Context: an optimization exercise on an open-source flow, tuned for small area. The choices shown serve that exercise and are no tape-out recipe.
Only simulation tests tie the RTL to the original design; equivalence was not proved.
Power is estimated from default activity; no workload was simulated.

[design/flow/constraint.sdc]
create_clock -name core_clock -period 10.0 [get_ports {CLK}]
set_input_delay 2.0000 -clock core_clock [delete_from_list [all_inputs] [get_ports {CLK}]]
set_output_delay 2.0000 -clock core_clock [all_outputs]
set_load 0.01 [all_outputs]
[design/flow/design.v]
module Final(CLK,rst,keyRows,keyCols,display8,bitchoose);
input CLK;
input rst;
input[3:0] keyRows;
output[3:0] keyCols;
output[7:0] display8;
output[3:0] bitchoose;
reg [7:0] c1;
wire en1 = (~c1[1] & ~c1[2] & ~c1[3] & ~c1[4] & ~c1[5] & ~c1[6] & ~c1[7]);
always @(posedge CLK)
	if (rst) c1 <= 8'd176;
	else c1 <= {c1[6:0], c1[7] ^ c1[0] ^ (c1[1] & c1[3])};
reg [6:0] c2;
wire en2 = (~c2[1] & ~c2[2] & ~c2[4] & ~c2[5] & ~c2[6]);
always @(posedge CLK)
	if (rst) c2 <= 7'd95;
	else c2 <= {c2[5:0], c2[6] ^ (c2[0] & c2[3])};
reg [1:0] ks;
wire B = |keyRows;
always @(posedge CLK)
	if (rst) ks <= 2'b00;
	else if (en1 && !B) ks <= {ks[0], ~ks[1]};
wire c3 = ~ks[1] & ~ks[0], cc2 = ~ks[1] & ks[0], cc1 = ks[1] & ks[0], c0 = ks[1] & ~ks[0];
assign keyCols = {c3, cc2, cc1, c0};
reg p, A;
always @(posedge CLK)
	if (rst) begin p <= 1'b0; A <= 1'b0; end
	else if (en1) begin p <= B; A <= B & p; end
wire r3 = keyRows == 4'b1000, r2 = keyRows == 4'b0100, r1 = keyRows == 4'b0010, r0 = keyRows == 4'b0001;
wire kS  = A & r0 & cc2;
wire kSR = A & r0 & ks[0];
wire kT  = A & r0 & c0;
wire kD  = A & ((r3 | r2 | r1) & ~c0 | r0 & c3);
wire kN  = ~(kD | kSR | kT);
wire [3:0] dig = {r1 & ~c3, r2 | r1 & c3, r3 & ~c3 | r2 & cc1 | r1 & c3, r3 & ~cc2 | r2 & cc2 | r1 & ~cc2};
wire ge5 = r2 & ~c3 | r1;
wire [3:1] mu = {r2 & c3 | r1 & cc1, r3 & cc2 | r3 & cc1 | r1 & c3 | r1 & cc2, r3 & c3 | r3 & cc1 | r2 & cc1 | r1 & cc2};
reg x, y, z;
reg [8:0] M;       
reg [5:0] a;       
reg [1:0] Lh;      
reg [3:0] Ll;      
wire isS0 = x & ~y, isS4 = x & y, isS1 = ~x & y, isS2 = ~x & ~y & ~z, isS3 = ~x & ~y & z;
wire j = z;
wire bend = (M[0] & M[1] & ~M[2] & ~M[3] & ~M[4] & ~M[5] & M[6] & ~M[7] & ~M[8]);
wire aend = (a[0] & a[1] & a[2] & a[5]);
wire [8:0] bstep = {M[7:0], ~(M[8] ^ M[4])};
wire [5:0] astep = {a[4:0], ~(a[5] ^ a[0])};
wire mnz = |M[6:0];
wire uz = M[3:0] == 4'd0;
wire [3:0] du = uz ? 4'd9 : M[3:0] - 4'd1;
wire [2:0] dt = uz ? M[6:4] - 3'd1 : M[6:4];
wire err = |Ll[3:1];
wire dload = kD & (isS0 | isS1 & j & ~err);      
wire eload = kD & isS1 & j & err;                
wire lclr  = kSR & (isS0 | (isS1 | isS4) & j) | kS & isS2;
wire tstart = kT & (isS0 | (isS1 | isS4) & j);   
wire down  = kN & isS3;
wire dec   = down & mnz & aend;
always @(posedge CLK)
	if (rst) begin
		x <= 1'b0; y <= 1'b0; z <= 1'b0;
	end else if (en1) begin
		x <= x ? ~(kN & bend | tstart | isS0 & kD) : eload | lclr | down & ~mnz;
		y <= isS0 ? kD : isS1 ? ~(tstart | lclr) : isS4 ? ~(kN & bend | tstart | lclr) : 1'b0;
		z <= isS3 | tstart | (isS1 | isS4) & (kN & ~(x & bend) | ~kN & j & ~kD) | isS4 & j & kD;
	end
always @(posedge CLK)
	if (en1) begin
		if (x & kN) M <= bstep;
		else if (dload) M <= {3'b000, isS1 & Ll[0], ge5, mu, 1'b0};
		else if (tstart & isS4) M <= {2'b00, 3'd4, 4'd0};
		else if (dec) M <= {2'b00, dt, du};
		else if (x | eload | lclr) M <= 9'd0;
	end
always @(posedge CLK)
	if (rst) a <= 6'd0;
	else if (en1) begin
		if ((isS1 | isS4) & ~j & ~kN | dec) a <= 6'd0;
		else if (down & mnz) a <= astep;
	end
always @(posedge CLK)
	if (en1) begin
		if (dload) begin Lh <= {1'b0, isS1 & Ll[0]}; Ll <= dig; end
		else if (eload) begin Lh <= 2'd2; Ll <= 4'd0; end
		else if (lclr) begin Lh <= 2'd0; Ll <= 4'd0; end
	end
reg [1:0] ds;
always @(posedge CLK)
	if (rst) ds <= 2'b00;
	else if (en2) ds <= {ds[0], ~ds[1]};
assign bitchoose = {ds[1]&~ds[0], ds[1]&ds[0], ~ds[1]&ds[0], ~ds[1]&~ds[0]};
wire [3:0] dsel = ds[1] ? (ds[0] ? {1'b0, M[6:4]} : M[3:0]) : (ds[0] ? Ll : {2'b0, Lh});
wire [3:0] c = isS0 ? 4'd0 : (isS4 & ds[1]) ? {1'b0, ds[0], 2'b0} : dsel;
wire [6:0] s;
assign s[0] = ~c[1] & ~c[3] & (c[2] ^ c[0]);
assign s[1] = c[2] & (c[1] ^ c[0]);
assign s[2] = ~c[2] & c[1] & ~c[0];
assign s[3] = (~c[2] & ~c[1] & c[0]) | (c[2] & ~c[1] & ~c[0]) | (c[2] & c[1] & c[0]);
assign s[4] = c[0] | (c[2] & ~c[1]);
assign s[5] = (~c[2] & ~c[3] & (c[1] | c[0])) | (c[2] & c[1] & c[0]);
assign s[6] = (~c[3] & ~c[2] & ~c[1]) | (c[2] & c[1] & c[0]);
assign display8 = {1'b1, s | {7{isS2}}};
endmodule
[design/flow/config.mk]
export PLATFORM = sky130hd
export DESIGN_NAME = Final
export DESIGN_NICKNAME = Final
export VERILOG_FILES = /design/flow/design.v
export SDC_FILE = /design/flow/constraint.sdc
export NUM_CORES = 4
export LEC_CHECK = 0
export ABC_AREA = 1
export CAP_MARGIN = 20
export CORE_MARGIN = 2
export CORE_UTILIZATION = 60
export SLEW_MARGIN = 20
[design/flow/run.sh]
#!/bin/bash
# synth_recipe.tcl (not shown) runs the flow's synth.tcl, then flattens the netlist and writes it again
# the make line also repeats each setting of config.mk as NAME=value (left out here)
make -C /OpenROAD-flow-scripts/flow DESIGN_CONFIG=/design/flow/config.mk WORK_HOME=/design/flow/orfs CLKGATE_MAP_FILE= SYNTH_SCRIPT=/design/flow/synth_recipe.tcl finish
==> run_results.csv, run 1 <==
group,metric,value,unit
detailed_routing,avgViaCountPerCell,5.450,
power_and_ir_drop,combPwrFrac,5.9,%
grt,grt_use_met2,41.47,%
detailed_routing,drt-total-wl,5472,um
floorplanning,rows,23,
final_layout,nets,382,
critical_path,cp_max_fo,6,
timing,finalCritPeriodShare,45.87,%
detailed_routing,drt_iter0_drc,202,
detailed_routing,dr.pass1.iters,5,
final_layout,final_cells,424,
logic_synthesis,synth-main-ff-cell,"dfxtp_1",
logic_synthesis,syn_area_per_cell,7.116,um2
logic_synthesis,synth.top_cell.area_share,23.77,%
logic_synthesis,synth_edf_count,15,
timing,fmax,218.0,MHz
clocking,cts_max_level,2,
critical_path,cp.buffers_inverters,5,
place,hpwl,4243,um
grt,grt_pass1_wl,8673,um
power_and_ir_drop,power.total,0.3282,mW
power_and_ir_drop,switchingPower,0.07931,mW
logic_synthesis,yosysSeqAreaShare,41.60,%
timing,fin_setup_tns,0,ps
timing,hold_viol_final,0,
grt,grt_use_met1,32.04,%
place,io_buffers,20,
clocking,cts_setup_buffers,0,
floorplanning,io_pins,22,
timing,setup_viol,0,
power_and_ir_drop,clkPwrFrac,35.1,%
clocking,clkSinkCount,45,
grt,antenna_found_initial,0,
power_and_ir_drop,p_seq_share,59.0,%
worst_hold_path,holdPathStages,2,
detailed_routing,drt_drc_violations_left,0,
clocking,cts_resized,0,
critical_path,worstSetupEndpointType,"output pin",
grt,grtUsageMet3,4.708,%
detailed_routing,routed-via-count,2311,
grt,top_usage_layer,"met2",
power_and_ir_drop,p_int,0.2489,mW
critical_path,reg2reg_setup_slack,7920,ps
floorplanning,core,4029,um2
clocking,ctsHoldBuffers,0,
logic_synthesis,synth_cell_types,37,
grt,first_global_vias,2032,
critical_path,required,8000,ps
clocking,clkTransAtPathRegs,90,ps
detailed_routing,antenna_left,0,
power_and_ir_drop,powerDensity,115.6,nW/um2
critical_path,path_delay_family,"buffers and inverters",
critical_path,start_kind,"flip-flop",
clocking,root_buffer,"clkbuf_8",
power_and_ir_drop,ir_drop,0.07944,mV
critical_path,arrival,2590,ps
grt,grt_usage,24.84,%
power_and_ir_drop,netSwitchingFraction,24.16,%
final_layout,fillers,359,
place,preCtsSetupSlack,5736,ps
critical_path,reg2regPathDepth,9,
logic_synthesis,ys_ff_latch,45,
timing,finalWorstSetupSlack,5413,ps
timing,worst_slew_pin_slew,656.0,ps
logic_synthesis,yosysTopAreaCell,"dfxtp_1",
logic_synthesis,syn_inst,355,
final_layout,drive_gt1_share,8.289,%
final_layout,areaGrowthSynthToFinish,12.38,%
logic_synthesis,yosysWarnings,1,
outcome,status,"timing/DRC/antenna clean",
floorplanning,chipWidth,68.89,um
timing,final-max-slew-violation-count,0,
critical_path,worstPathCellList,"inv_1 -> nor2_1 -> inv_1 -> o22ai_1 -> a211oi_1 -> nor2_1 -> inv_1 -> ha_1 -> inv_1 -> o21ai_0 -> clkdlybuf4s50_1",
clocking,clock_latency,300,ps
critical_path,crit_type,"flip-flop to output pin",
timing,max_slew_margin,55.94,%
timing,rsz0062_at_grt,"no",
job,cap_violations,0,
place,gp_congestion,0.9295,
floorplanning,die_area,4745,um2
timing,finClkSkew,6.901,ps
place,dp_cells,416,
grt,grt_start_max_net_pins,19,
logic_synthesis,syn-cell-area,2526,um2
final_layout,diodes,0,
clocking,clk_path_buf_depth,2,
floorplanning,die_h,68.89,um
grt,grt-ovfl-total,0,
floorplanning,initial_core_util,62.70,%
critical_path,cpPeakStageDelay,550,ps
critical_path,crit_top_cell,"inv_1",
critical_path,cp_slowest_cell,"clkdlybuf4s50_1",
logic_synthesis,ys_async_sr_fraction,0,%
power_and_ir_drop,leakage,1.287,nW
logic_synthesis,synth_nets,364,
clocking,cts_tree,"done",
detailed_routing,avgRoutedWirePerCell,12.91,um
logic_synthesis,synth_area_leaders,"dfxtp_1 24%, edfxtp_1 18%, inv_1 10%",
clocking,cts-buffers-inserted,5,
worst_hold_path,hp-class,"flip-flop to flip-flop",
critical_path,path_depth,11,
timing,period_needed,4587,ps
sequential cells by signal (all words and copies together), names as in the netlist:
register  flops
M             9
c1            8
c2            7
a             6
Ll            4
Lh            2
ds            2
ks            2
A             1
p             1
x             1
y             1
z             1
layer usage:
metal	routed length, um	part of all wire, %
met5	0	0
met4	87	1.6
met3	265	4.8
met2	2516	46
met1	2603	48
synth_stat cells (all sizes together) (3+ instances only):
master  instances
clkbuf          3
or2             5
nand2          62
nor2           55
a21oi          16
nor3            6
o21ai          25
nor4            3
inv            70
dfxtp          30
ha              3
nand4           7
nand3          25
o31ai           3
o22ai           6
buf             6
edfxtp         15
power groups by stage:
stage / combinational, mW / sequential [mW] / clock [mW]
after floorplan: 0.0127 / 0.197 / 0
after global placement: 0.0184 / 0.198 / 0
after detailed placement: 0.0191 / 0.198 / 0
after CTS: 0.0192 / 0.194 / 0.117
after global routing: 0.0220 / 0.194 / 0.123
final: 0.0194 / 0.194 / 0.115
cells by family after synthesis:
kind of cell	share of synthesized area, %
flops	41.60
simple gates	29.52
compound gates	14.02
buf+inv	12.53
xor+xnor	0.6935
fa+ha+maj	1.486
other cells	0.1484
layout make-up:
type	instances	area, um2	share of cell area, %
Clock buffer	5	68.82	2.424
Clock inverter	3	20.02	0.7052
Inverter	70	262.8	9.255
Multi-Input combinational cell	231	1174	41.34
Sequential cell	45	1051	37.02
Tap cell	50	62.56	2.204
Timing Repair Buffer	20	200.2	7.052
cells in the final DEF (no fill, tap or decap), drive strengths merged:
master          n
clkbuf          5
o31ai           3
nand3          25
conb            1
o21ai          25
a211oi          2
inv            72
dfxtp          30
o221ai          2
a31o            1
and3            1
nor2           55
nand2          62
nor4            3
edfxtp         15
clkdlybuf4s50  20
o21a            1
xor2            1
o211ai          2
xnor2           1
nor3            6
nand4           7
o22ai           6
or2             5
nand3b          1
clkinv          1
o21bai          1
ha              3
a31oi           1
a21oi          16
worst min-delay path, cell delays in order, from the launching register on:
cell and delay, ps:
dfxtp_1 320, inv_1 40, nand2_1 40
per-stage QoR:
stage | instance area, um2 | util, % | hold WS [ps]
floorplan | 2526 | - | 391.3
global placement | 2741 | 68.04 | 399.2
detailed placement | 2741 | 68.04 | 403.8
CTS | 2830 | 70.25 | 425.0
global route | 2839 | 70.47 | 442.9
finish | 2839 | 70.47 | 422.4
path summary, 6_finish.rpt:
check,start,endpoint
max,ds[1]$_SDFFE_PP0P_,display8[1]
min,c1[4]$_SDFF_PP1_,c1[5]$_SDFF_PP1_
max reg2reg,x$_SDFFE_PP0P_,M[0]$_DFFE_PP_
min reg2reg,c1[4]$_SDFF_PP1_,c1[5]$_SDFF_PP1_
==> inputs of run 2 (changes only) <==
==> design/flow/flow/run.sh (new file) <==
#!/bin/bash
# Own layout flow: the standard synthesis, then its combinational logic re-mapped with a
# stronger ABC script (flip-flops kept as the standard synthesis made them), then the
# standard layout steps, with buf_1 cells as the port buffers.
set -euo pipefail
W=$(pwd)
LIB=$FLOW_HOME/platforms/sky130hd/lib/sky130_fd_sc_hd__tt_025C_1v80.lib
R=$W/orfs/results/$FLOW_PLATFORM/Final/base
YOSYS=${YOSYS_EXE:-$FLOW_HOME/../tools/install/yosys/bin/yosys}
[ -x "$YOSYS" ] || YOSYS=yosys

bash standard.sh synth > synth_standard.log 2>&1
python3 flow/mkcells.py "$LIB" cells.v > mkcells.log 2>&1
cp "$R/1_2_yosys.v" 1_2_yosys.standard.v
LIB="$LIB" CELLS=cells.v NETIN=1_2_yosys.standard.v NETOUT=resynth.v TOP="$FLOW_TOP" \
  ABCSCRIPT=flow/strong.abc "$YOSYS" -c flow/resynth.tcl > resynth.log 2>&1
cp resynth.v "$R/1_2_yosys.v"
rm -f "$R/1_synth.odb" "$R/1_synth.sdc"
bash standard.sh "BUFFER_PORTS_ARGS=-buffer_cell sky130_fd_sc_hd__buf_1" finish > layout.log 2>&1
==> design/flow/flow/mkcells.py (new file) <==
#!/usr/bin/env python3
# Writes Verilog models of the liberty's cells: combinational cells as assign statements,
# sequential cells as blackboxes. Usage: mkcells.py LIB OUT.v
import re, sys
lib = open(sys.argv[1]).read()
out = []
starts = [m for m in re.finditer(r'\n\s*cell\s*\(\s*"?([\w]+)"?\s*\)\s*\{', lib)]
for k, m in enumerate(starts):
    name = m.group(1)
    body = lib[m.end(): starts[k + 1].start() if k + 1 < len(starts) else len(lib)]
    seq = re.search(r'\n\s*(ff|latch|statetable)\s*\(', body) is not None
    pins = []
    for pm in re.finditer(r'\n\s*pin\s*\(\s*"?(\w+)"?\s*\)\s*\{', body):
        seg = body[pm.end(): pm.end() + 3000]
        d = re.search(r'direction\s*:\s*"?(\w+)"?', seg)
        f = re.search(r'function\s*:\s*"([^"]*)"', seg.split('\n\s*pin')[0] if False else seg[:seg.find('timing') if 'timing' in seg else len(seg)])
        pins.append((pm.group(1), d.group(1) if d else 'input', f.group(1) if f else None))
    if not pins: continue
    ports = ", ".join(("output " if d == 'output' else "input ") + p for p, d, f in pins if d in ('input', 'output'))
    outs = [(p, f) for p, d, f in pins if d == 'output']
    if seq or any(f is None for p, f in outs) or not outs:
        out.append("(* blackbox *)\nmodule %s(%s);\nendmodule\n" % (name, ports))
    else:
        s = "module %s(%s);\n" % (name, ports)
        for p, f in outs:
            e = f.replace('!', '~').replace('*', '&').replace('+', '|')
            s += "  assign %s = %s;\n" % (p, e)
        out.append(s + "endmodule\n")
open(sys.argv[2], 'w').write("\n".join(out))
==> design/flow/flow/resynth.tcl (new file) <==
# Re-maps the combinational logic of the standard synthesis netlist with a stronger ABC script.
# The flip-flop instances (blackboxes here) are kept as they are, with their names and cell types.
yosys -import
set lib $::env(LIB)
read_verilog $::env(CELLS)
read_verilog $::env(NETIN)
hierarchy -top $::env(TOP)
flatten
opt_clean
stat
techmap
opt -fast
abc -script $::env(ABCSCRIPT) -liberty $lib -dont_use *probe* -dont_use *lpflow* -dont_use *einv* -dont_use *ebuf* -dont_use *dlygate* -dont_use *clkdly* -dont_use *dlymetal*
opt_clean -purge
hilomap -singleton -hicell sky130_fd_sc_hd__conb_1 HI -locell sky130_fd_sc_hd__conb_1 LO
splitnets
opt_clean -purge
stat -liberty $lib
check
write_verilog -noattr -nohex -nodec $::env(NETOUT)
==> design/flow/flow/strong.abc (new file) <==
strash
ifraig
scorr
dc2
dch -f
map -a
mfs2
strash
dch -f
map -a
mfs2
strash
dch -f
map -a
topo
dnsize
==> design/flow/standard.sh (new file) <==
#!/bin/bash
# synth_recipe.tcl (not shown) runs the flow's synth.tcl, then flattens the netlist and writes it again
# the make line also repeats each setting of config.mk as NAME=value (left out here)
make -C /OpenROAD-flow-scripts/flow DESIGN_CONFIG=/design/flow/config.mk WORK_HOME=/design/flow/orfs CLKGATE_MAP_FILE= SYNTH_SCRIPT=/design/flow/synth_recipe.tcl "${@:-finish}"
removed: design/flow/run.sh
==> run_results.csv, run 2 <==
group,metric,value,unit
detailed_routing,avgViaCountPerCell,5.625,
final_layout,finish.utilization,68.42,%
clocking,clkSinkCount,45,
timing,finalCritPeriodShare,52.50,%
final_layout,mostFrequentLayoutCell,"nor2_1",
power_and_ir_drop,p_int,0.2468,mW
grt,grt_usage,26.22,%
power_and_ir_drop,netSwitchingFraction,23.62,%
power_and_ir_drop,clkPwrFrac,36.1,%
clocking,clock_latency,300,ps
logic_synthesis,syn_area_per_cell,7.524,um2
timing,fin_setup_tns,0,ps
floorplanning,die_area,4242,um2
clocking,cts_tree,"done",
critical_path,cp_slowest_cell,"a41oi_1",
detailed_routing,routed-via-count,2115,
grt,grt_pass1_wl,8569,um
grt,first_global_vias,1957,
power_and_ir_drop,combPwrFrac,4.1,%
timing,fmax,190.5,MHz
grt,grt-ovfl-total,0,
final_layout,final_cells,376,
clocking,clkTransAtPathRegs,90,ps
grt,antenna_found_initial,0,
floorplanning,io_pins,22,
final_layout,drive_gt1_share,5.183,%
clocking,cts_resized,0,
timing,final-max-slew-violation-count,0,
clocking,cts_setup_buffers,0,
final_layout,final_cell_mix,"56 x nor2_1, 51 x clkinv_1, 40 x nand2_1",
floorplanning,core,3633,um2
critical_path,worstPathCellList,"buf_1 -> nor2_1 -> clkinv_1 -> nor3_1 -> clkinv_1 -> nand3_1 -> nand3_1 -> nor3_1 -> nand2_1 -> o21ai_0 -> clkinv_1 -> a41oi_1 -> o21a_1",
critical_path,crit_top_cell,"clkinv_1",
floorplanning,initial_core_util,61.71,%
critical_path,crit_type,"primary input to flip-flop",
clocking,root_buffer,"clkbuf_8",
final_layout,largest-register,"M",
floorplanning,rows,22,
power_and_ir_drop,switchingPower,0.07629,mW
place,dp_cells,368,
logic_synthesis,synth_nets,304,
clocking,clk_path_buf_depth,2,
power_and_ir_drop,ir_drop,0.09031,mV
clocking,cts_max_level,2,
timing,finClkSkew,7.722,ps
timing,rsz0062_at_grt,"no",
outcome,status,"timing/DRC/antenna clean",
critical_path,cp_max_fo,7,
detailed_routing,avgRoutedWirePerCell,13.58,um
grt,grt_start_max_net_pins,23,
final_layout,nets,333,
critical_path,worstSetupEndpointType,"flip-flop",
worst_hold_path,hp-class,"flip-flop to flip-flop",
detailed_routing,drt-total-wl,5107,um
power_and_ir_drop,leakage,0.8554,nW
clocking,cts-buffers-inserted,5,
detailed_routing,dr.pass1.iters,7,
timing,worst_slew_pin_slew,700.8,ps
timing,max_slew_margin,52.67,%
detailed_routing,drt_iter0_drc,98,
critical_path,cpPeakStageDelay,690,ps
critical_path,start_kind,"primary input",
timing,setup_viol,0,
job,cap_violations,0,
timing,period_needed,5250,ps
logic_synthesis,yosysWarnings,1,
final_layout,diodes,0,
logic_synthesis,syn-cell-area,2242,um2
detailed_routing,antenna_left,0,
place,gp_congestion,0.9716,
critical_path,arrival,5270,ps
final_layout,fillers,342,
final_layout,reg.largest.list,"M: 9 flops, c1: 8 flops, c2: 7 flops",
final_layout,largest_register_ffs,9,
critical_path,required,10020,ps
logic_synthesis,syn_inst,298,
power_and_ir_drop,powerDensity,129.9,nW/um2
detailed_routing,drt_drc_violations_left,0,
place,hpwl,3928,um
timing,hold_viol_final,0,
power_and_ir_drop,p_seq_share,59.8,%
place,io_buffers,20,
power_and_ir_drop,power.total,0.3231,mW
final_layout,areaGrowthSynthToFinish,10.88,%
floorplanning,chipWidth,65.13,um
clocking,ctsHoldBuffers,0,
floorplanning,die_h,65.13,um
==> run 2: cell types whose count changed in the layout (fill, tap and decap cells not counted), moves of 5 or more <==
cell / previous run / this run
inv_1: 67 / 0
nand3_1: 23 / 8
a22oi_1: 0 / 12
clkdlybuf4s50_1: 20 / 0
nor3_1: 6 / 12
nand2_1: 58 / 40
buf_1: 0 / 20
nor2_1: 50 / 56
o22ai_1: 6 / 1
o21ai_0: 23 / 18
clkinv_1: 0 / 51
==> run 2: power groups by stage <==
stage	combinational, mW	clock (mW)	sequential (mW)
final	0.0133	0.117	0.193
after global routing	0.0155	0.124	0.194
after CTS	0.0133	0.117	0.193
after detailed placement	0.0132	0	0.197
after global placement	0.0128	0	0.198
after floorplan	0.00880	0	0.197
==> run 2: critical path, delay by kind of cell <==
kind | cells | cell delay, ps
AOI/OAI and AO/OA | 3 | 1530
and+or+nand+nor | 6 | 1050
buffers and inverters | 4 | 690
==> run 2: final cells by class <==
| cell class | instances | area [um2] | area share [%] |
|---|---|---|---|
| well taps | 48 | 60.06 | 2.416 |
| inverters | 51 | 191.4 | 7.700 |
| clock inverters | 3 | 25.02 | 1.007 |
| flip-flops and latches | 45 | 1051 | 42.27 |
| repair buffers | 22 | 90.09 | 3.624 |
| clock buffers | 5 | 68.82 | 2.768 |
| multi-input cells | 202 | 999.7 | 40.21 |
==> run 2: path summary, 6_finish.rpt <==
check | from | endpoint | slack (ps) | cells past startpoint
worst max-delay path | keyRows[0] | M[5]$_DFFE_PP_ | 4750 | 13
worst min-delay path | c1[5]$_SDFF_PP1_ | c1[6]$_SDFF_PP0_ | 420 | 2
worst max register to register | ks[1]$_SDFFE_PP0P_ | M[5]$_DFFE_PP_ | 6540 | 13
worst min register to register | c1[5]$_SDFF_PP1_ | c1[6]$_SDFF_PP0_ | 420 | 2
==> run 2: layer usage <==
metal / GRT usage, % / share of wire, %
met2: 42.14 / 45
met3: 4.281 / 6.3
met4: 8.594 / 1.9
met5: 0 / 0
met1: 36.37 / 47
==> run 2: stage by stage <==
step           area [um2]  setup slack, ps  hold WS (ps)
4_1_cts              2486             4821         419.0
5_1_grt              2486             4344         433.5
6_report             2486             4750         415.3
3_3_place_gp         2392             4544         402.9
3_5_place_dp         2392             4508         408.4
2_1_floorplan        2242             5248         397.3
==> inputs of run 3 (changes only) <==
--- a/design/flow/design.v
+++ b/design/flow/design.v
@@ -38,5 +38,5 @@
 reg x, y, z;
 reg [8:0] M;       
-reg [5:0] a;       
+reg [3:0] a;       
 reg [1:0] Lh;      
 reg [3:0] Ll;      
@@ -44,7 +44,8 @@
 wire j = z;
 wire bend = (M[0] & M[1] & ~M[2] & ~M[3] & ~M[4] & ~M[5] & M[6] & ~M[7] & ~M[8]);
-wire aend = (a[0] & a[1] & a[2] & a[5]);
 wire [8:0] bstep = {M[7:0], ~(M[8] ^ M[4])};
-wire [5:0] astep = {a[4:0], ~(a[5] ^ a[0])};
+wire [5:0] aa = {M[8:7], a};
+wire [5:0] astep = {aa[4:0], ~(aa[5] ^ aa[0])};
+wire aend = (aa[0] & aa[1] & aa[2] & aa[5]);
 wire mnz = |M[6:0];
 wire uz = M[3:0] == 4'd0;
@@ -72,11 +73,11 @@
 		else if (tstart & isS4) M <= {2'b00, 3'd4, 4'd0};
 		else if (dec) M <= {2'b00, dt, du};
+		else if (down & mnz) M[8:7] <= astep[5:4];
 		else if (x | eload | lclr) M <= 9'd0;
 	end
 always @(posedge CLK)
-	if (rst) a <= 6'd0;
-	else if (en1) begin
-		if ((isS1 | isS4) & ~j & ~kN | dec) a <= 6'd0;
-		else if (down & mnz) a <= astep;
+	if (en1) begin
+		if (tstart | dec) a <= 4'd0;
+		else if (down & mnz) a <= astep[3:0];
 	end
 always @(posedge CLK)
==> design/flow/flow/run.sh (replaced) <==
#!/bin/bash
# Own layout flow: the standard synthesis; then its combinational logic re-mapped by ABC with
# several area scripts, keeping the smallest netlist (flip-flops stay as the standard synthesis
# made them); then the standard layout steps, with buf_1 cells as the port buffers.
set -euo pipefail
W=$(pwd)
LIB=$FLOW_HOME/platforms/sky130hd/lib/sky130_fd_sc_hd__tt_025C_1v80.lib
R=$W/orfs/results/$FLOW_PLATFORM/Final/base
YOSYS=${YOSYS_EXE:-$FLOW_HOME/../tools/install/yosys/bin/yosys}
[ -x "$YOSYS" ] || YOSYS=yosys

bash standard.sh synth > synth_standard.log 2>&1
python3 flow/mkcells.py "$LIB" cells.v > mkcells.log 2>&1
cp "$R/1_2_yosys.v" 1_2_yosys.standard.v
best=""; bestarea=""
for s in flow/s*.abc; do
  n=$(basename "$s" .abc)
  LIB="$LIB" CELLS=cells.v NETIN=1_2_yosys.standard.v NETOUT=resynth_$n.v TOP="$FLOW_TOP" \
    ABCSCRIPT="$s" "$YOSYS" -c flow/resynth.tcl > resynth_$n.log 2>&1 || continue
  area=$(grep 'Chip area' resynth_$n.log | tail -1 | sed 's/.*: //')
  echo "$n $area" >> resynth_areas.log
  if [ -z "$best" ] || awk "BEGIN{exit !($area < $bestarea)}"; then best=$n; bestarea=$area; fi
done
echo "chosen $best $bestarea" >> resynth_areas.log
cp resynth_$best.v "$R/1_2_yosys.v"
rm -f "$R/1_synth.odb" "$R/1_synth.sdc"
bash standard.sh "BUFFER_PORTS_ARGS=-buffer_cell sky130_fd_sc_hd__buf_1" finish > layout.log 2>&1
==> design/flow/flow/s1.abc (new file) <==
strash
ifraig
scorr
dc2
dch -f
map -a
mfs2
strash
dch -f
map -a
mfs2
strash
dch -f
map -a
topo
dnsize
==> design/flow/flow/s2.abc (new file) <==
strash
dch -f
amap
topo
==> design/flow/flow/s3.abc (new file) <==
strash
dch -f
amap
mfs2
strash
dch -f
amap
topo
==> design/flow/flow/s4.abc (new file) <==
strash
ifraig
scorr
dc2
dch -f
amap
mfs2
strash
dch -f
amap
mfs2
strash
dch -f
amap
topo
==> design/flow/flow/s5.abc (new file) <==
strash
dch -f
map -a
mfs2
strash
dch -f
map -a
topo
--- a/design/flow/config.mk
+++ b/design/flow/config.mk
@@ -9,4 +9,5 @@
 export CAP_MARGIN = 20
 export CORE_MARGIN = 2
-export CORE_UTILIZATION = 60
+export CORE_UTILIZATION = 70
+export CTS_BUF_LIST = sky130_fd_sc_hd__clkbuf_4
 export SLEW_MARGIN = 20
removed: design/flow/flow/strong.abc
==> run_results.csv, run 3 <==
group,metric,value,unit
final_layout,final_area,2330,um2
grt,grt_use_met2,42.23,%
critical_path,worstPathCellList,"buf_1 -> or2_0 -> nor3_1 -> nor3_1 -> nor3_1 -> nand4_1 -> o21ai_0 -> nor2_1 -> a31oi_1 -> o21a_1",
place,hpwl,3464,um
detailed_routing,routed-via-count,1922,
outcome,status,"timing/DRC/antenna clean",
grt,first_global_vias,1676,
grt,grtUsageMet3,5.677,%
timing,fmax,212.4,MHz
timing,finalWorstSetupSlack,5292,ps
critical_path,cpPeakStageDelay,580,ps
power_and_ir_drop,ir_drop,0.1484,mV
detailed_routing,drt_iter0_drc,212,
worst_hold_path,min_to,"c2[3]$_SDFF_PP1_",
critical_path,worstReg2RegStart,"ks[1]$_SDFFE_PP0P_",
floorplanning,chipWidth,59.42,um
place,gp_congestion,0.9178,
clocking,cts_max_level,2,
timing,setup_viol,0,
clocking,ctsHoldBuffers,0,
clocking,clk_path_buf_depth,2,
timing,hold_viol_final,0,
detailed_routing,avgViaCountPerCell,6.006,
grt,grt_use_met1,40.17,%
critical_path,worstSetupEndpointType,"flip-flop",
critical_path,reg2reg_to,"M[5]$_DFFE_PP_",
worst_hold_path,hp-class,"flip-flop to flip-flop",
grt,grt-ovfl-total,0,
timing,finClkSkew,10.40,ps
grt,top_usage_layer,"met2",
critical_path,start_kind,"primary input",
power_and_ir_drop,clkPwrFrac,29.5,%
place,place_area,2273,um2
clocking,cts_setup_buffers,0,
power_and_ir_drop,leakage,0.7360,nW
clocking,root_buffer,"clkbuf_4",
timing,period_needed,4708,ps
critical_path,crit_top_cell,"nor3_1",
clocking,clkTransAtPathRegs,120,ps
final_layout,drive_gt1_share,3.136,%
final_layout,areaGrowthSynthToFinish,8.382,%
grt,grt_usage,28.37,%
final_layout,diodes,0,
final_layout,nets,292,
power_and_ir_drop,p_seq_share,65.8,%
final_layout,final_cells,320,
final_layout,largest-register,"M",
critical_path,cp_slowest_cell,"nor3_1",
timing,final-max-slew-violation-count,0,
power_and_ir_drop,power.total,0.2851,mW
grt,antenna_found_initial,0,
timing,finalCritPeriodShare,47.08,%
power_and_ir_drop,powerDensity,122.4,nW/um2
grt,grt_start_max_net_pins,23,
worst_hold_path,holdPathStages,1,
detailed_routing,dr.pass1.iters,4,
clocking,cts-buffers-inserted,5,
critical_path,reg2regPathDepth,9,
clocking,cts_tree,"done",
detailed_routing,antenna_left,0,
logic_synthesis,syn-cell-area,2150,um2
floorplanning,rows,20,
logic_synthesis,syn_inst,258,
logic_synthesis,synth_nets,264,
power_and_ir_drop,netSwitchingFraction,22.59,%
timing,fin_setup_tns,0,ps
worst_hold_path,hp-start,"c2[2]$_SDFF_PP1_",
floorplanning,io_pins,22,
logic_synthesis,yosysWarnings,1,
critical_path,arrival,4780,ps
place,io_buffers,20,
grt,grt_pass1_wl,7417,um
detailed_routing,avgRoutedWirePerCell,14.28,um
timing,max_slew_margin,44.13,%
final_layout,reg.largest.list,"M: 9 flops, c1: 8 flops, c2: 7 flops",
timing,rsz0062_at_grt,"no",
logic_synthesis,syn_area_per_cell,8.332,um2
critical_path,crit_type,"primary input to flip-flop",
floorplanning,initial_core_util,72.18,%
power_and_ir_drop,switchingPower,0.06442,mW
critical_path,reg2reg_setup_slack,7110,ps
detailed_routing,drt-total-wl,4570,um
job,cap_violations,0,
floorplanning,core,2978,um2
critical_path,cp_max_fo,6,
final_layout,largest_register_ffs,9,
clocking,clock_latency,360,ps
final_layout,finish.utilization,78.24,%
timing,hold-worst-slack,455.3,ps
place,dp_cells,312,
timing,worst_slew_pin_slew,838.1,ps
clocking,clkSinkCount,43,
place,preCtsSetupSlack,4965,ps
final_layout,mostFrequentLayoutCell,"clkinv_1",
detailed_routing,drt_drc_violations_left,0,
critical_path,required,10070,ps
clocking,cts_resized,0,
final_layout,final_cell_mix,"42 x clkinv_1, 38 x nor2_1, 24 x dfxtp_1",
power_and_ir_drop,combPwrFrac,4.7,%
floorplanning,die_h,59.42,um
floorplanning,die_area,3530,um2
power_and_ir_drop,p_int,0.2207,mW
[run 3: cell types whose count changed in the layout (fill, tap and decap cells not counted), sizes merged, moves of 4 or more]
cell and change:
clkinv -9, nor2b +5, nand3 -4, dfxtp -6
a21oi -6, a221oi +8, nand2 -22, nor2 -18
edfxtp +4, a22oi -8, nor3 +6
[run 3: how the worst max path moves through the flow]
| stage | to | from |
|---|---|---|
| after floorplan | M[4]$_DFFE_PP_ | keyRows[3] |
| after global placement | M[5]$_DFFE_PP_ | keyRows[3] |
| after detailed placement | M[6]$_DFFE_PP_ | keyRows[3] |
| after CTS | M[6]$_DFFE_PP_ | keyRows[3] |
| after global routing | M[5]$_DFFE_PP_ | keyRows[3] |
| final | M[5]$_DFFE_PP_ | keyRows[0] |
[run 3: worst max-delay path: cells and delay by family]
| kind | cells | cell delay [ps] |
|---|---|---|
| AND/OR/NAND/NOR | 6 | 1670 |
| buffers and inverters | 1 | 90 |
| AO/OA/AOI/OAI | 3 | 1010 |
[run 3: per-layer routing]
layer / vias to the layer above / share of wire (%) / wire length, um
met5: - / 0 / 0
met4: 0 / 1.6 / 73
met3: 6 / 8.1 / 369
met2: 83 / 43 / 1981
met1: 845 / 47 / 2146
li1: 988 / - / -
[run 3: final cells by class]
| cell class | instances | area (um2) |
|---|---|---|
| repair buffers | 21 | 82.58 |
| clock inverters | 2 | 11.26 |
| multi-input cells | 173 | 940.9 |
| inverters | 42 | 157.7 |
| fillers | 236 | 648.1 |
| flip-flops and latches | 43 | 1051 |
| well taps | 33 | 41.29 |
| clock buffers | 6 | 45.04 |
[run 3: power by group through the flow]
stage               Sequential [mW]  Combinational, mW  Clock [mW]
CTS                           0.188             0.0132      0.0851
global placement              0.192             0.0127           0
detailed placement            0.192             0.0131           0
global route                  0.188             0.0153      0.0914
finish                        0.188             0.0133      0.0841
floorplan                     0.191            0.00893           0
==> inputs of run 4 (changes only) <==
--- a/design/flow/config.mk
+++ b/design/flow/config.mk
@@ -10,4 +10,3 @@
 export CORE_MARGIN = 2
 export CORE_UTILIZATION = 70
-export CTS_BUF_LIST = sky130_fd_sc_hd__clkbuf_4
 export SLEW_MARGIN = 20
==> run_results.csv, run 4 <==
group,metric,value,unit
final_layout,diodes,0,
critical_path,endpoint,"M[5]$_DFFE_PP_",
final_layout,final_cells,320,
detailed_routing,drt-total-wl,4571,um
power_and_ir_drop,ir_drop,0.1533,mV
timing,max_slew_margin,46.06,%
grt,first_global_vias,1674,
detailed_routing,drt_iter0_drc,142,
final_layout,drive_gt1_share,2.787,%
floorplanning,io_pins,22,
worst_hold_path,hp-class,"flip-flop to flip-flop",
timing,hold_viol_final,0,
logic_synthesis,synth_nets,264,
detailed_routing,dr.pass1.iters,5,
floorplanning,chipWidth,59.42,um
place,dp_cells,312,
logic_synthesis,syn_area_per_cell,8.332,um2
timing,finClkSkew,8.798,ps
final_layout,areaGrowthSynthToFinish,8.207,%
place,gp_congestion,0.9178,
critical_path,cp_max_fo,5,
timing,finalCritPeriodShare,47.07,%
floorplanning,die_area,3530,um2
worst_hold_path,hp-start,"c2[2]$_SDFF_PP1_",
clocking,ctsHoldBuffers,0,
critical_path,reg2reg_to,"M[5]$_DFFE_PP_",
critical_path,cpPeakStageDelay,490,ps
critical_path,reg2regPathDepth,9,
clocking,cts_resized,0,
timing,fmax,212.5,MHz
place,preCtsSetupSlack,4965,ps
detailed_routing,avgRoutedWirePerCell,14.28,um
job,cap_violations,0,
timing,period_needed,4707,ps
grt,grt_start_max_net_pins,23,
clocking,clkSinkCount,43,
floorplanning,core,2978,um2
place,io_buffers,20,
place,place_area,2273,um2
critical_path,cp-startpoint,"keyRows[3]",
final_layout,fillers,234,
final_layout,final_area,2326,um2
critical_path,cp.buffers_inverters,3,
critical_path,required,10080,ps
critical_path,worstReg2RegStart,"ks[1]$_SDFFE_PP0P_",
final_layout,reg.largest.list,"M: 9 flops, c1: 8 flops, c2: 7 flops",
detailed_routing,avgViaCountPerCell,6.119,
place,hpwl,3464,um
grt,antenna_found_initial,0,
clocking,root_buffer,"clkbuf_4",
detailed_routing,drt_drc_violations_left,0,
floorplanning,die_h,59.42,um
outcome,status,"timing/DRC/antenna clean",
clocking,clkTransAtPathRegs,120,ps
floorplanning,rows,20,
timing,fin_setup_tns,0,ps
clocking,cts_tree,"done",
timing,finalWorstSetupSlack,5293,ps
critical_path,path_depth,13,
critical_path,arrival,4790,ps
clocking,clk_path_buf_depth,2,
critical_path,worstPathCellList,"buf_1 -> clkinv_1 -> nand2_1 -> nor3_1 -> clkinv_1 -> nand2_1 -> nor3_1 -> nor3_1 -> nand4_1 -> o21ai_0 -> nor2_1 -> a31oi_1 -> o21a_1",
logic_synthesis,syn-cell-area,2150,um2
critical_path,reg2reg_setup_slack,7090,ps
critical_path,worstSetupEndpointType,"flip-flop",
critical_path,start_kind,"primary input",
critical_path,path_delay_family,"simple AND/OR/NAND/NOR gates",
clocking,clock_latency,360,ps
final_layout,largest_register_ffs,9,
grt,grt-ovfl-total,0,
critical_path,crit_top_cell,"nor3_1",
clocking,cts_max_level,2,
timing,setup_viol,0,
final_layout,finish.utilization,78.11,%
power_and_ir_drop,powerDensity,121.2,nW/um2
critical_path,crit_type,"primary input to flip-flop",
clocking,cts-buffers-inserted,5,
final_layout,mostFrequentLayoutCell,"clkinv_1",
final_layout,largest-register,"M",
detailed_routing,routed-via-count,1958,
final_layout,nets,292,
power_and_ir_drop,leakage,0.7326,nW
grt,grt_pass1_wl,7424,um
clocking,cts_setup_buffers,0,
final_layout,final_cell_mix,"42 x clkinv_1, 38 x nor2_1, 24 x dfxtp_1",
logic_synthesis,yosysWarnings,1,
timing,worst_slew_pin_slew,809.2,ps
grt,grt_usage,28.37,%
timing,rsz0062_at_grt,"no",
timing,final-max-slew-violation-count,0,
floorplanning,initial_core_util,72.18,%
logic_synthesis,syn_inst,258,
critical_path,cp_slowest_cell,"a31oi_1",
detailed_routing,antenna_left,0,
run 4: power by group:
group	switching, mW	internal (mW)
sequential	0.00218	0.185
clock	0.0537	0.0274
combinational	0.00815	0.00511
total	0.0640	0.218
run 4: how the worst min path moves through the flow:
| stage | slack, ps | to | cells past startpoint |
|---|---|---|---|
| after floorplan | 410 | c1[5]$_SDFF_PP1_ | 1 |
| after CTS | 460 | c2[3]$_SDFF_PP1_ | 1 |
| final | 450 | c2[3]$_SDFF_PP1_ | 1 |
| after global routing | 470 | c1[6]$_SDFF_PP0_ | 1 |
| after global placement | 430 | c2[6]$_SDFF_PP1_ | 1 |
| after detailed placement | 430 | c2[3]$_SDFF_PP1_ | 1 |
run 4: final cells by class:
type	instances	area, um2	share of cell area (%)
clock buffer	6	41.29	1.775
clock inverter	2	11.26	0.4841
inverter	42	157.7	6.778
timing repair buffer	21	82.58	3.550
sequential	43	1051	45.19
tap	33	41.29	1.775
multi-input combinational	173	940.9	40.45
run 4: per-stage QoR:
step | power (mW) | hold WS (ps)
after floorplan | 0.2000 | 409.0
after global placement | 0.2043 | 425.2
after detailed placement | 0.2048 | 431.6
after CTS | 0.2832 | 461.4
after global routing | 0.2924 | 465.7
final | 0.2820 | 454.3
run 4: routing by layer:
metal | track usage, % | wire length [um]
met1 | 40.31 | 2132
met2 | 42.07 | 1985
met3 | 5.677 | 373
met4 | 12.01 | 79
met5 | 0 | 0
==> inputs of run 5 (changes only) <==
--- a/design/flow/design.v
+++ b/design/flow/design.v
@@ -7,13 +7,15 @@
 output[3:0] bitchoose;
 reg [7:0] c1;
-wire en1 = (~c1[1] & ~c1[2] & ~c1[3] & ~c1[4] & ~c1[5] & ~c1[6] & ~c1[7]);
+wire [7:0] q1 = c1 ^ 8'haa;
+wire en1 = (~q1[0] & q1[1] & q1[2] & q1[3] & ~q1[4] & q1[6] & q1[7]);
 always @(posedge CLK)
-	if (rst) c1 <= 8'd176;
-	else c1 <= {c1[6:0], c1[7] ^ c1[0] ^ (c1[1] & c1[3])};
+	if (rst) c1 <= 8'd106 ^ 8'haa;
+	else c1 <= {q1[6:0], q1[7] ^ q1[0] ^ (q1[1] & q1[3])} ^ 8'haa;
 reg [6:0] c2;
-wire en2 = (~c2[1] & ~c2[2] & ~c2[4] & ~c2[5] & ~c2[6]);
+wire [6:0] q2 = c2 ^ 7'h2a;
+wire en2 = (~q2[0] & ~q2[2] & q2[3] & ~q2[4] & ~q2[6]);
 always @(posedge CLK)
-	if (rst) c2 <= 7'd95;
-	else c2 <= {c2[5:0], c2[6] ^ (c2[0] & c2[3])};
+	if (rst) c2 <= 7'd71 ^ 7'h2a;
+	else c2 <= {q2[5:0], q2[6] ^ (q2[0] & q2[3])} ^ 7'h2a;
 reg [1:0] ks;
 wire B = |keyRows;
@@ -43,6 +45,4 @@
 wire isS0 = x & ~y, isS4 = x & y, isS1 = ~x & y, isS2 = ~x & ~y & ~z, isS3 = ~x & ~y & z;
 wire j = z;
-wire bend = (M[0] & M[1] & ~M[2] & ~M[3] & ~M[4] & ~M[5] & M[6] & ~M[7] & ~M[8]);
-wire [8:0] bstep = {M[7:0], ~(M[8] ^ M[4])};
 wire [5:0] aa = {M[8:7], a};
 wire [5:0] astep = {aa[4:0], ~(aa[5] ^ aa[0])};
@@ -58,26 +58,27 @@
 wire tstart = kT & (isS0 | (isS1 | isS4) & j);   
 wire down  = kN & isS3;
-wire dec   = down & mnz & aend;
+wire idle  = kN & x;
+wire restart = lclr | eload | down & ~mnz | isS4 & ~kN & ~(j & kT);
+wire step  = (down | idle) & mnz;
+wire dec   = step & aend;
 always @(posedge CLK)
 	if (rst) begin
 		x <= 1'b0; y <= 1'b0; z <= 1'b0;
 	end else if (en1) begin
-		x <= x ? ~(kN & bend | tstart | isS0 & kD) : eload | lclr | down & ~mnz;
-		y <= isS0 ? kD : isS1 ? ~(tstart | lclr) : isS4 ? ~(kN & bend | tstart | lclr) : 1'b0;
-		z <= isS3 | tstart | (isS1 | isS4) & (kN & ~(x & bend) | ~kN & j & ~kD) | isS4 & j & kD;
+		x <= x ? ~(kN & ~mnz | tstart | isS0 & kD) : eload | lclr | down & ~mnz;
+		y <= isS0 ? kD : isS1 ? ~(tstart | lclr) : isS4 ? ~(kN & ~mnz | tstart | lclr) : 1'b0;
+		z <= isS3 | tstart | (isS1 | isS4) & (kN & ~(x & ~mnz) | ~kN & j & ~kD) | isS4 & j & kD;
 	end
 always @(posedge CLK)
 	if (en1) begin
-		if (x & kN) M <= bstep;
-		else if (dload) M <= {3'b000, isS1 & Ll[0], ge5, mu, 1'b0};
-		else if (tstart & isS4) M <= {2'b00, 3'd4, 4'd0};
-		else if (dec) M <= {2'b00, dt, du};
-		else if (down & mnz) M[8:7] <= astep[5:4];
-		else if (x | eload | lclr) M <= 9'd0;
-	end
-always @(posedge CLK)
-	if (en1) begin
-		if (tstart | dec) a <= 4'd0;
-		else if (down & mnz) a <= astep[3:0];
+		if (restart) begin M <= {2'd2, 7'h10}; a <= 4'd6; end
+		else if (dload) M[6:0] <= {1'b0, isS1 & Ll[0], ge5, mu, 1'b0};
+		else if (tstart) begin
+			if (isS4) M <= {2'b00, 7'h40};
+			else if (isS0) M <= 9'd0;
+			else M[8:7] <= 2'b00;
+			a <= 4'd0;
+		end else if (dec) begin M <= {2'b00, dt, du}; a <= 4'd0; end
+		else if (step) begin M[8:7] <= astep[5:4]; a <= astep[3:0]; end
 	end
 always @(posedge CLK)
==> design/flow/flow/s6.abc (new file) <==
strash
&get -n
&deepsyn -T 20
&put
dch -f
amap
mfs2
strash
dch -f
amap
topo
==> design/flow/flow/s7.abc (new file) <==
strash
&get -n
&dc2
&put
dch -f
amap
mfs2
strash
dch -f
amap
mfs2
strash
dch -f
amap
topo
--- a/design/flow/config.mk
+++ b/design/flow/config.mk
@@ -10,3 +10,4 @@
 export CORE_MARGIN = 2
 export CORE_UTILIZATION = 70
+export CTS_CLUSTER_SIZE = 10
 export SLEW_MARGIN = 20
==> run_results.csv, run 5 <==
group,metric,value,unit
timing,fin_setup_tns,0,ps
logic_synthesis,syn_area_per_cell,8.310,um2
power_and_ir_drop,leakage,0.7640,nW
detailed_routing,routed-via-count,1813,
critical_path,required,10070,ps
clocking,clock_latency,350,ps
final_layout,nets,276,
final_layout,largest-register,"M",
worst_hold_path,hp-class,"flip-flop to flip-flop",
clocking,cts_setup_buffers,0,
clocking,clk_path_buf_depth,2,
power_and_ir_drop,switchingPower,0.06685,mW
final_layout,mostFrequentLayoutCell,"nor2_1",
place,io_buffers,20,
final_layout,areaGrowthSynthToFinish,10.22,%
critical_path,arrival,5140,ps
floorplanning,chipWidth,57.71,um
final_layout,multi_input_comb_area,842.1,um2
timing,finalCritPeriodShare,50.72,%
power_and_ir_drop,clkPwrFrac,35.6,%
final_layout,final-seq-area,1051,um2
critical_path,start_kind,"primary input",
timing,setup_viol,0,
clocking,cts_tree,"done",
job,cap_violations,0,
logic_synthesis,synth_nets,249,
grt,grt_pass1_wl,7334,um
critical_path,cp_max_fo,6,
final_layout,diodes,0,
floorplanning,core,2758,um2
timing,fmax,197.1,MHz
timing,hold-worst-slack,382.3,ps
clocking,clkTransAtPathRegs,120,ps
power_and_ir_drop,combPwrFrac,4.5,%
detailed_routing,drt_drc_violations_left,0,
logic_synthesis,yosysWarnings,1,
place,hpwl,3344,um
grt,grt_start_max_net_pins,16,
floorplanning,rows,19,
grt,grt_usage,29.54,%
timing,period_needed,5072,ps
grt,grt-ovfl-total,0,
place,gp_congestion,0.9135,
clocking,cts-buffers-inserted,5,
power_and_ir_drop,p_int,0.2492,mW
floorplanning,initial_core_util,73.23,%
timing,hold_viol_final,0,
detailed_routing,drt_iter0_drc,103,
critical_path,worstSetupEndpointType,"flip-flop",
final_layout,largest_register_ffs,9,
clocking,clkSinkCount,43,
detailed_routing,dr.pass1.iters,4,
critical_path,crit_type,"primary input to flip-flop",
timing,max_slew_margin,44.24,%
power_and_ir_drop,p_seq_share,59.9,%
grt,antenna_found_initial,0,
timing,finClkSkew,6.637,ps
floorplanning,die_area,3330,um2
power_and_ir_drop,netSwitchingFraction,21.16,%
floorplanning,die_h,57.71,um
final_layout,final_cell_mix,"52 x nor2_1, 34 x clkinv_1, 24 x dfxtp_1",
grt,first_global_vias,1684,
detailed_routing,drt-total-wl,4396,um
clocking,ctsHoldBuffers,0,
logic_synthesis,syn_inst,243,
final_layout,fillers,197,
power_and_ir_drop,ir_drop,0.1626,mV
floorplanning,io_pins,22,
final_layout,drive_gt1_share,2.583,%
outcome,status,"timing/DRC/antenna clean",
timing,final-max-slew-violation-count,0,
detailed_routing,avgViaCountPerCell,6.003,
power_and_ir_drop,powerDensity,142.0,nW/um2
logic_synthesis,syn-cell-area,2019,um2
clocking,root_buffer,"clkbuf_4",
detailed_routing,antenna_left,0,
timing,rsz0062_at_grt,"no",
final_layout,reg.largest.list,"M: 9 flops, c1: 8 flops, c2: 7 flops",
clocking,cts_max_level,2,
timing,worst_slew_pin_slew,834.3,ps
clocking,cts_resized,0,
detailed_routing,avgRoutedWirePerCell,14.56,um
## run 5: cell types whose count changed in the layout (fill, tap and decap cells not counted), moves of 3 or more
cell      before  now
or2_0         10    3
clkinv_1      42   34
o21ai_0       16   19
a221oi_1       8    3
a21oi_1       13    8
o221ai_1       3    0
o22ai_1        4   13
nor3_1        18    8
nor2_1        38   52
a31oi_1        5    2
## run 5: layout make-up
cell class / instances / share of cell area [%]
inverter: 34 / 5.734
tap: 31 / 1.743
multi-input combinational: 166 / 37.83
clock buffer: 8 / 4.103
sequential: 43 / 47.22
timing repair buffer: 20 / 3.373
## run 5: stage by stage
| step | utilization, % | cells | total power, mW | setup WS, ps | instance area [um2] |
|---|---|---|---|---|---|
| final | 80.72 | 302 | 0.3160 | 4928 | 2226 |
| after global routing | 80.72 | 302 | 0.3266 | 4611 | 2226 |
| after CTS | 80.67 | 302 | 0.3177 | 4807 | 2225 |
| after detailed placement | 77.36 | 294 | 0.2072 | 4452 | 2133 |
| after global placement | 77.36 | 294 | 0.2063 | 4720 | 2133 |
| after floorplan | - | 243 | 0.2018 | 5201 | 2019 |
## run 5: worst paths after layout
kind                           start                  to  slack [ps]  depth (start not counted)
hold reg to reg     c2[5]$_SDFF_PP1_    c2[6]$_SDFF_PP1_         380                          1
setup reg to reg  ks[0]$_SDFFE_PP0P_  M[6]$_SDFFCE_PP0P_        6400                         11
hold / removal      c2[5]$_SDFF_PP1_    c2[6]$_SDFF_PP1_         380                          1
setup / recovery          keyRows[1]  M[6]$_SDFFCE_PP0P_        4930                         13
## run 5: routing by layer
metal  up-vias  routed length [um]  global-route usage (%)
met5         -                   0                       0
li1        913                   -                       -
met3        10                 380                   6.920
met2        94                2047                   46.43
met4         0                  99                   14.62
met1       796                1869                   38.58
## run 5: critical path: stages
cell and delay [ps]:
buf_1 120, nor2_1 290, o21ai_0 160, a2111oi_1 690, nand4_1 220, nor2_1 200
a21oi_1 80, o31ai_1 120, nor2_1 160, clkinv_1 80, nor2_1 60, a221oi_1 700
o21a_1 280
## run 5: power by group through the flow
stage / clock network, mW / logic (mW) / registers (mW)
after floorplan: 0 / 0.00931 / 0.192
after global placement: 0 / 0.0131 / 0.193
after detailed placement: 0 / 0.0140 / 0.193
after CTS: 0.114 / 0.0140 / 0.189
after global routing: 0.120 / 0.0166 / 0.190
final: 0.113 / 0.0142 / 0.189
==> inputs of run 6 (changes only) <==
==> design/flow/flow/s6_2.abc (new file) <==
strash
&get -n
&deepsyn -T 20 -S 2
&put
dch -f
amap
mfs2
strash
dch -f
amap
topo
==> design/flow/flow/s6_3.abc (new file) <==
strash
&get -n
&deepsyn -T 20 -S 3
&put
dch -f
amap
mfs2
strash
dch -f
amap
topo
==> design/flow/flow/s6_4.abc (new file) <==
strash
&get -n
&deepsyn -T 20 -S 4
&put
dch -f
amap
mfs2
strash
dch -f
amap
topo
--- a/design/flow/config.mk
+++ b/design/flow/config.mk
@@ -8,6 +8,5 @@
 export ABC_AREA = 1
 export CAP_MARGIN = 20
-export CORE_MARGIN = 2
-export CORE_UTILIZATION = 70
-export CTS_CLUSTER_SIZE = 10
+export CORE_AREA = 2.3 2.72 57.04 57.12
+export DIE_AREA = 0 0 59.415 59.415
 export SLEW_MARGIN = 20
==> run_results.csv, run 6 <==
group,metric,value,unit
logic_synthesis,yosysWarnings,1,
job,cap_violations,0,
clocking,clock_latency,350,ps
floorplanning,core,2978,um2
critical_path,cp.buffers_inverters,2,
floorplanning,initial_core_util,67.56,%
clocking,clk_path_buf_depth,2,
power_and_ir_drop,ir_drop,0.09852,mV
clocking,cts_resized,0,
final_layout,finish.utilization,74.33,%
final_layout,largest-register,"M",
grt,grt_use_met1,33.90,%
detailed_routing,avgRoutedWirePerCell,13.44,um
clocking,cts-buffers-inserted,5,
final_layout,nets,277,
grt,first_global_vias,1551,
timing,max_slew_margin,44.45,%
grt,antenna_found_initial,0,
detailed_routing,antenna_left,0,
critical_path,cp_slowest_cell,"a311oi_1",
detailed_routing,dr.pass1.iters,4,
grt,grt_pass1_wl,6637,um
power_and_ir_drop,power.total,0.2935,mW
floorplanning,die_h,59.42,um
timing,period_needed,4914,ps
detailed_routing,avgViaCountPerCell,5.823,
clocking,ctsHoldBuffers,0,
timing,setup_viol,0,
critical_path,cpPeakStageDelay,650,ps
power_and_ir_drop,powerDensity,132.6,nW/um2
logic_synthesis,syn_inst,242,
grt,grtUsageMet3,4.585,%
place,preCtsSetupSlack,4771,ps
logic_synthesis,syn-cell-area,2012,um2
clocking,clkTransAtPathRegs,110,ps
floorplanning,chipWidth,59.42,um
grt,grt_use_met2,40.66,%
timing,finClkSkew,8.746,ps
place,io_buffers,20,
clocking,cts_tree,"done",
timing,fmax,203.5,MHz
logic_synthesis,syn_area_per_cell,8.314,um2
place,gp_congestion,0.9064,
logic_synthesis,synth_nets,248,
floorplanning,die_area,3530,um2
clocking,clkSinkCount,43,
critical_path,path_delay_family,"compound AO/OA/AOI/OAI gates",
final_layout,areaGrowthSynthToFinish,10.01,%
critical_path,crit_type,"primary input to flip-flop",
outcome,status,"timing/DRC/antenna clean",
timing,hold_viol_final,0,
final_layout,reg.largest.list,"M: 9 flops, c1: 8 flops, c2: 7 flops",
timing,final-max-slew-violation-count,0,
final_layout,largest_register_ffs,9,
critical_path,arrival,4980,ps
floorplanning,rows,20,
power_and_ir_drop,leakage,0.7265,nW
clocking,root_buffer,"clkbuf_4",
critical_path,required,10060,ps
timing,rsz0062_at_grt,"no",
grt,top_usage_layer,"met2",
critical_path,crit_top_cell,"nor2_1",
grt,grt-ovfl-total,0,
critical_path,worstSetupEndpointType,"flip-flop",
detailed_routing,drt_iter0_drc,138,
detailed_routing,drt-total-wl,4099,um
floorplanning,io_pins,22,
final_layout,drive_gt1_share,2.941,%
grt,grt_start_max_net_pins,15,
timing,fin_setup_tns,0,ps
critical_path,start_kind,"primary input",
timing,finalCritPeriodShare,49.14,%
timing,worst_slew_pin_slew,827.6,ps
worst_hold_path,hp-class,"flip-flop to flip-flop",
clocking,cts_setup_buffers,0,
final_layout,final_cell_mix,"52 x nor2_1, 33 x clkinv_1, 24 x dfxtp_1",
timing,finalWorstSetupSlack,5086,ps
critical_path,worstPathCellList,"buf_1 -> nor2_1 -> a21boi_0 -> a2111oi_0 -> buf_4 -> nand3_1 -> o22ai_1 -> a21oi_1 -> o21ai_0 -> or2_0 -> nor2_1 -> a311oi_1 -> o21a_1",
grt,grt_usage,25.70,%
final_layout,diodes,0,
detailed_routing,drt_drc_violations_left,0,
place,hpwl,3179,um
final_layout,mostFrequentLayoutCell,"nor2_1",
final_layout,fillers,228,
detailed_routing,routed-via-count,1776,
clocking,cts_max_level,2,
critical_path,cp_max_fo,7,
==> run 6: cell count changes in the layout (fill, tap and decap cells not counted), moves of 2 or more <==
cell      before  now
a211oi_1       4    2
a21oi_1        8   10
buf_4          0    2
nand3_1        3    6
nand4_1        4    2
nor2b_1        6    3
o31ai_1        3    1
o32ai_1        1    3
or2_0          3    6
==> run 6: cell type report <==
type                            instances  area (um2)  share of cell area (%)
Tap cell                               33       41.29                   1.865
Inverter                               33       123.9                   5.596
Timing Repair Buffer                   22       90.09                   4.070
Multi-Input combinational cell        166       837.1                   37.82
Sequential cell                        43        1051                   47.48
Clock buffer                            8       70.07                   3.166
==> run 6: metal layers <==
metal,up-vias,wire [um]
met1,801,1875
met4,0,71
met3,9,206
met5,-,0
li1,910,-
met2,56,1945
==> run 6: worst paths after layout <==
check                                         from            endpoint  slack, ps  cells after the start
worst max-delay path                    keyRows[1]  M[6]$_SDFFCE_PP0P_       5090                     13
worst min-delay path              c2[5]$_SDFF_PP1_    c2[6]$_SDFF_PP1_        380                      1
worst max register to register  ks[1]$_SDFFE_PP0P_  M[6]$_SDFFCE_PP0P_       6360                     13
worst min register to register    c2[5]$_SDFF_PP1_    c2[6]$_SDFF_PP1_        380                      1
==> run 6: power by group <==
part | switching, mW | internal, mW
clock | 0.0496 | 0.0430
sequential | 0.00284 | 0.186
combinational | 0.00755 | 0.00408
total | 0.0600 | 0.233
==> run 6: metrics by stage <==
| step | cells | area, um2 | hold WS, ps |
|---|---|---|---|
| after floorplan | 242 | 2012 | 351.7 |
| after global placement | 297 | 2143 | 353.0 |
| after detailed placement | 297 | 2143 | 360.3 |
| after CTS | 305 | 2213 | 388.2 |
| after global routing | 305 | 2213 | 400.7 |
| final | 305 | 2213 | 380.2 |
==> inputs of run 7 (changes only) <==
--- a/design/flow/flow/run.sh
+++ b/design/flow/flow/run.sh
@@ -25,3 +25,4 @@
 cp resynth_$best.v "$R/1_2_yosys.v"
 rm -f "$R/1_synth.odb" "$R/1_synth.sdc"
-bash standard.sh "BUFFER_PORTS_ARGS=-buffer_cell sky130_fd_sc_hd__buf_1" finish > layout.log 2>&1
+bash standard.sh "BUFFER_PORTS_ARGS=-buffer_cell sky130_fd_sc_hd__buf_1" \
+  "CTS_ARGS=-sink_clustering_enable -repair_clock_nets -dont_use_dummy_load" finish > layout.log 2>&1
--- a/design/flow/config.mk
+++ b/design/flow/config.mk
@@ -10,3 +10,4 @@
 export CORE_AREA = 2.3 2.72 57.04 57.12
 export DIE_AREA = 0 0 59.415 59.415
+export GPL_TIMING_DRIVEN = 0
 export SLEW_MARGIN = 20
==> run_results.csv, run 7 <==
group,metric,value,unit
floorplanning,io_pins,22,
place,gp_congestion,0.8648,
grt,grt_pass1_wl,6534,um
timing,hold-worst-slack,382.1,ps
critical_path,worstReg2RegStart,"ks[0]$_SDFFE_PP0P_",
final_layout,multi_input_comb_area,843.3,um2
grt,grt_start_max_net_pins,15,
clocking,cts_tree,"done",
floorplanning,die_h,59.42,um
logic_synthesis,syn-cell-area,2012,um2
floorplanning,rows,20,
worst_hold_path,hp-start,"c2[1]$_SDFF_PP0_",
grt,antenna_found_initial,0,
timing,worst_slew_pin_slew,862.0,ps
place,hpwl,3135,um
critical_path,reg2reg_setup_slack,6280,ps
power_and_ir_drop,power.total,0.2701,mW
power_and_ir_drop,powerDensity,124.3,nW/um2
final_layout,nets,275,
detailed_routing,dr.pass1.iters,4,
final_layout,final_area,2172,um2
floorplanning,initial_core_util,67.56,%
place,preCtsSetupSlack,4509,ps
final_layout,mostFrequentLayoutCell,"nor2_1",
grt,first_global_vias,1553,
timing,hold_viol_final,0,
clocking,cts_max_level,2,
floorplanning,chipWidth,59.42,um
place,place_area,2135,um2
floorplanning,core,2978,um2
floorplanning,die_area,3530,um2
timing,setup_viol,0,
final_layout,final_cell_mix,"52 x nor2_1, 33 x clkinv_1, 24 x dfxtp_1",
worst_hold_path,hp-class,"flip-flop to flip-flop",
timing,period_needed,5213,ps
final_layout,diodes,0,
final_layout,finish.utilization,72.94,%
detailed_routing,antenna_left,0,
place,io_buffers,20,
grt,grt_usage,25.37,%
clocking,clk_path_buf_depth,2,
worst_hold_path,holdPathStages,1,
timing,max_slew_margin,42.01,%
power_and_ir_drop,ir_drop,0.1046,mV
final_layout,drive_gt1_share,2.247,%
timing,final-max-slew-violation-count,0,
timing,fmax,191.8,MHz
final_layout,reg.largest.list,"M: 9 flops, c1: 8 flops, c2: 7 flops",
critical_path,reg2reg_to,"M[4]$_SDFFCE_PP1P_",
critical_path,crit_type,"primary input to flip-flop",
outcome,status,"timing/DRC/antenna clean",
power_and_ir_drop,leakage,0.7014,nW
detailed_routing,drt_iter0_drc,75,
detailed_routing,avgViaCountPerCell,5.807,
detailed_routing,drt_drc_violations_left,0,
worst_hold_path,min_to,"c2[2]$_SDFF_PP1_",
critical_path,arrival,5250,ps
detailed_routing,routed-via-count,1742,
logic_synthesis,syn_inst,242,
final_layout,fillers,237,
critical_path,worstSetupEndpointType,"flip-flop",
timing,rsz0062_at_grt,"no",
timing,finalCritPeriodShare,52.13,%
timing,fin_setup_tns,0,ps
critical_path,start_kind,"primary input",
clocking,clkSinkCount,43,
logic_synthesis,syn_area_per_cell,8.314,um2
logic_synthesis,synth_nets,248,
critical_path,cp_max_fo,7,
clocking,clock_latency,350,ps
job,cap_violations,0,
clocking,clkTransAtPathRegs,120,ps
detailed_routing,drt-total-wl,4020,um
clocking,cts_setup_buffers,0,
clocking,cts-buffers-inserted,5,
critical_path,required,10040,ps
critical_path,reg2regPathDepth,11,
clocking,cts_resized,0,
timing,finClkSkew,25.59,ps
place,dp_cells,295,
grt,grt-ovfl-total,0,
final_layout,areaGrowthSynthToFinish,7.960,%
final_layout,final-seq-area,1051,um2
logic_synthesis,yosysWarnings,1,
clocking,root_buffer,"clkbuf_4",
timing,finalWorstSetupSlack,4787,ps
detailed_routing,avgRoutedWirePerCell,13.40,um
final_layout,final_cells,300,
final_layout,largest-register,"M",
final_layout,largest_register_ffs,9,
clocking,ctsHoldBuffers,0,
## run 7: cell type report
| class | count | area share, % |
|---|---|---|
| clock buffers | 5 | 1.728 |
| inverters | 33 | 5.703 |
| multi-input cells | 166 | 38.82 |
| flip-flops and latches | 43 | 48.39 |
| well taps | 33 | 1.901 |
| repair buffers | 20 | 3.456 |
## run 7: critical path, stage by stage
cell	delay, ps
buf_1	130
nor2_1	220
a21boi_0	140
a2111oi_2	740
nand3_1	180
o22ai_1	240
a21oi_1	90
o21ai_0	160
or2_0	310
nor2_1	80
a311oi_1	670
o21a_1	290
## run 7: how the worst max path moves through the flow
| stage | to | depth (start not counted) | slack [ps] | start |
|---|---|---|---|---|
| floorplan | M[4]$_SDFFCE_PP1P_ | 11 | 4780 | keyRows[3] |
| global placement | M[5]$_SDFFCE_PP0P_ | 12 | 3780 | keyRows[1] |
| detailed placement | M[6]$_SDFFCE_PP0P_ | 12 | 4510 | keyRows[1] |
| CTS | M[4]$_SDFFCE_PP1P_ | 12 | 4840 | keyRows[1] |
| global route | M[4]$_SDFFCE_PP1P_ | 12 | 4520 | keyRows[1] |
| finish | M[4]$_SDFFCE_PP1P_ | 12 | 4790 | keyRows[1] |
## run 7: power breakdown
group / switching (mW) / internal (mW) / total, mW
clock network: 0.0458 / 0.0235 / 0.0693
logic: 0.00750 / 0.00396 / 0.0115
registers: 0.00294 / 0.186 / 0.189
total: 0.0562 / 0.214 / 0.270
## run 7: routing by layer
metal	vias up	GRT usage, %	wire length, um
met1	781	30.28	1868
met2	49	42.86	1916
li1	908	-	-
met3	4	8.079	193
met4	0	8.766	41
met5	-	0	0

## separate check: timing with driven ports
Ports are ideal in the flow. The routed layouts listed here were re-timed in OpenROAD. Step 1 sets driving cells, clkbuf_16 on the clock port and buf_2 on the other inputs (assumed; they add their load-dependent delay and slew). Step 2 also shifts input and output timing later by t, the mid clock arrival at the registers, as if the neighbouring blocks saw the same clock. Three values: no drivers, after step 1, after step 2; two values: the first two.
run | t (ns) | slack for setup (ns) | worst hold slack (ns) | worst register clock-pin slew, ns | cell pins on the clock port's net
run 1 | 0.327 | 5.413 / 5.385 / 5.712 | 0.422 / 0.422 / 0.422 | 0.09 / 0.09 | 1
run 2 | 0.324 | 4.750 / 4.754 / 4.431 | 0.415 / 0.415 / 0.415 | 0.09 / 0.09 | 1
run 3 | 0.377 | 5.292 / 5.297 / 4.920 | 0.455 / 0.455 / 0.455 | 0.12 / 0.12 | 1
run 4 | 0.379 | 5.293 / 5.300 / 4.921 | 0.454 / 0.454 / 0.454 | 0.12 / 0.12 | 1
run 5 | 0.371 | 4.928 / 4.930 / 4.558 | 0.382 / 0.382 / 0.382 | 0.12 / 0.12 | 1
run 6 | 0.364 | 5.086 / 5.088 / 4.723 | 0.380 / 0.380 / 0.380 | 0.11 / 0.11 | 1
run 7 | 0.358 | 4.787 / 4.787 / 4.429 | 0.382 / 0.382 / 0.382 | 0.12 / 0.12 | 1
After both steps setup and hold are still met in every run listed.
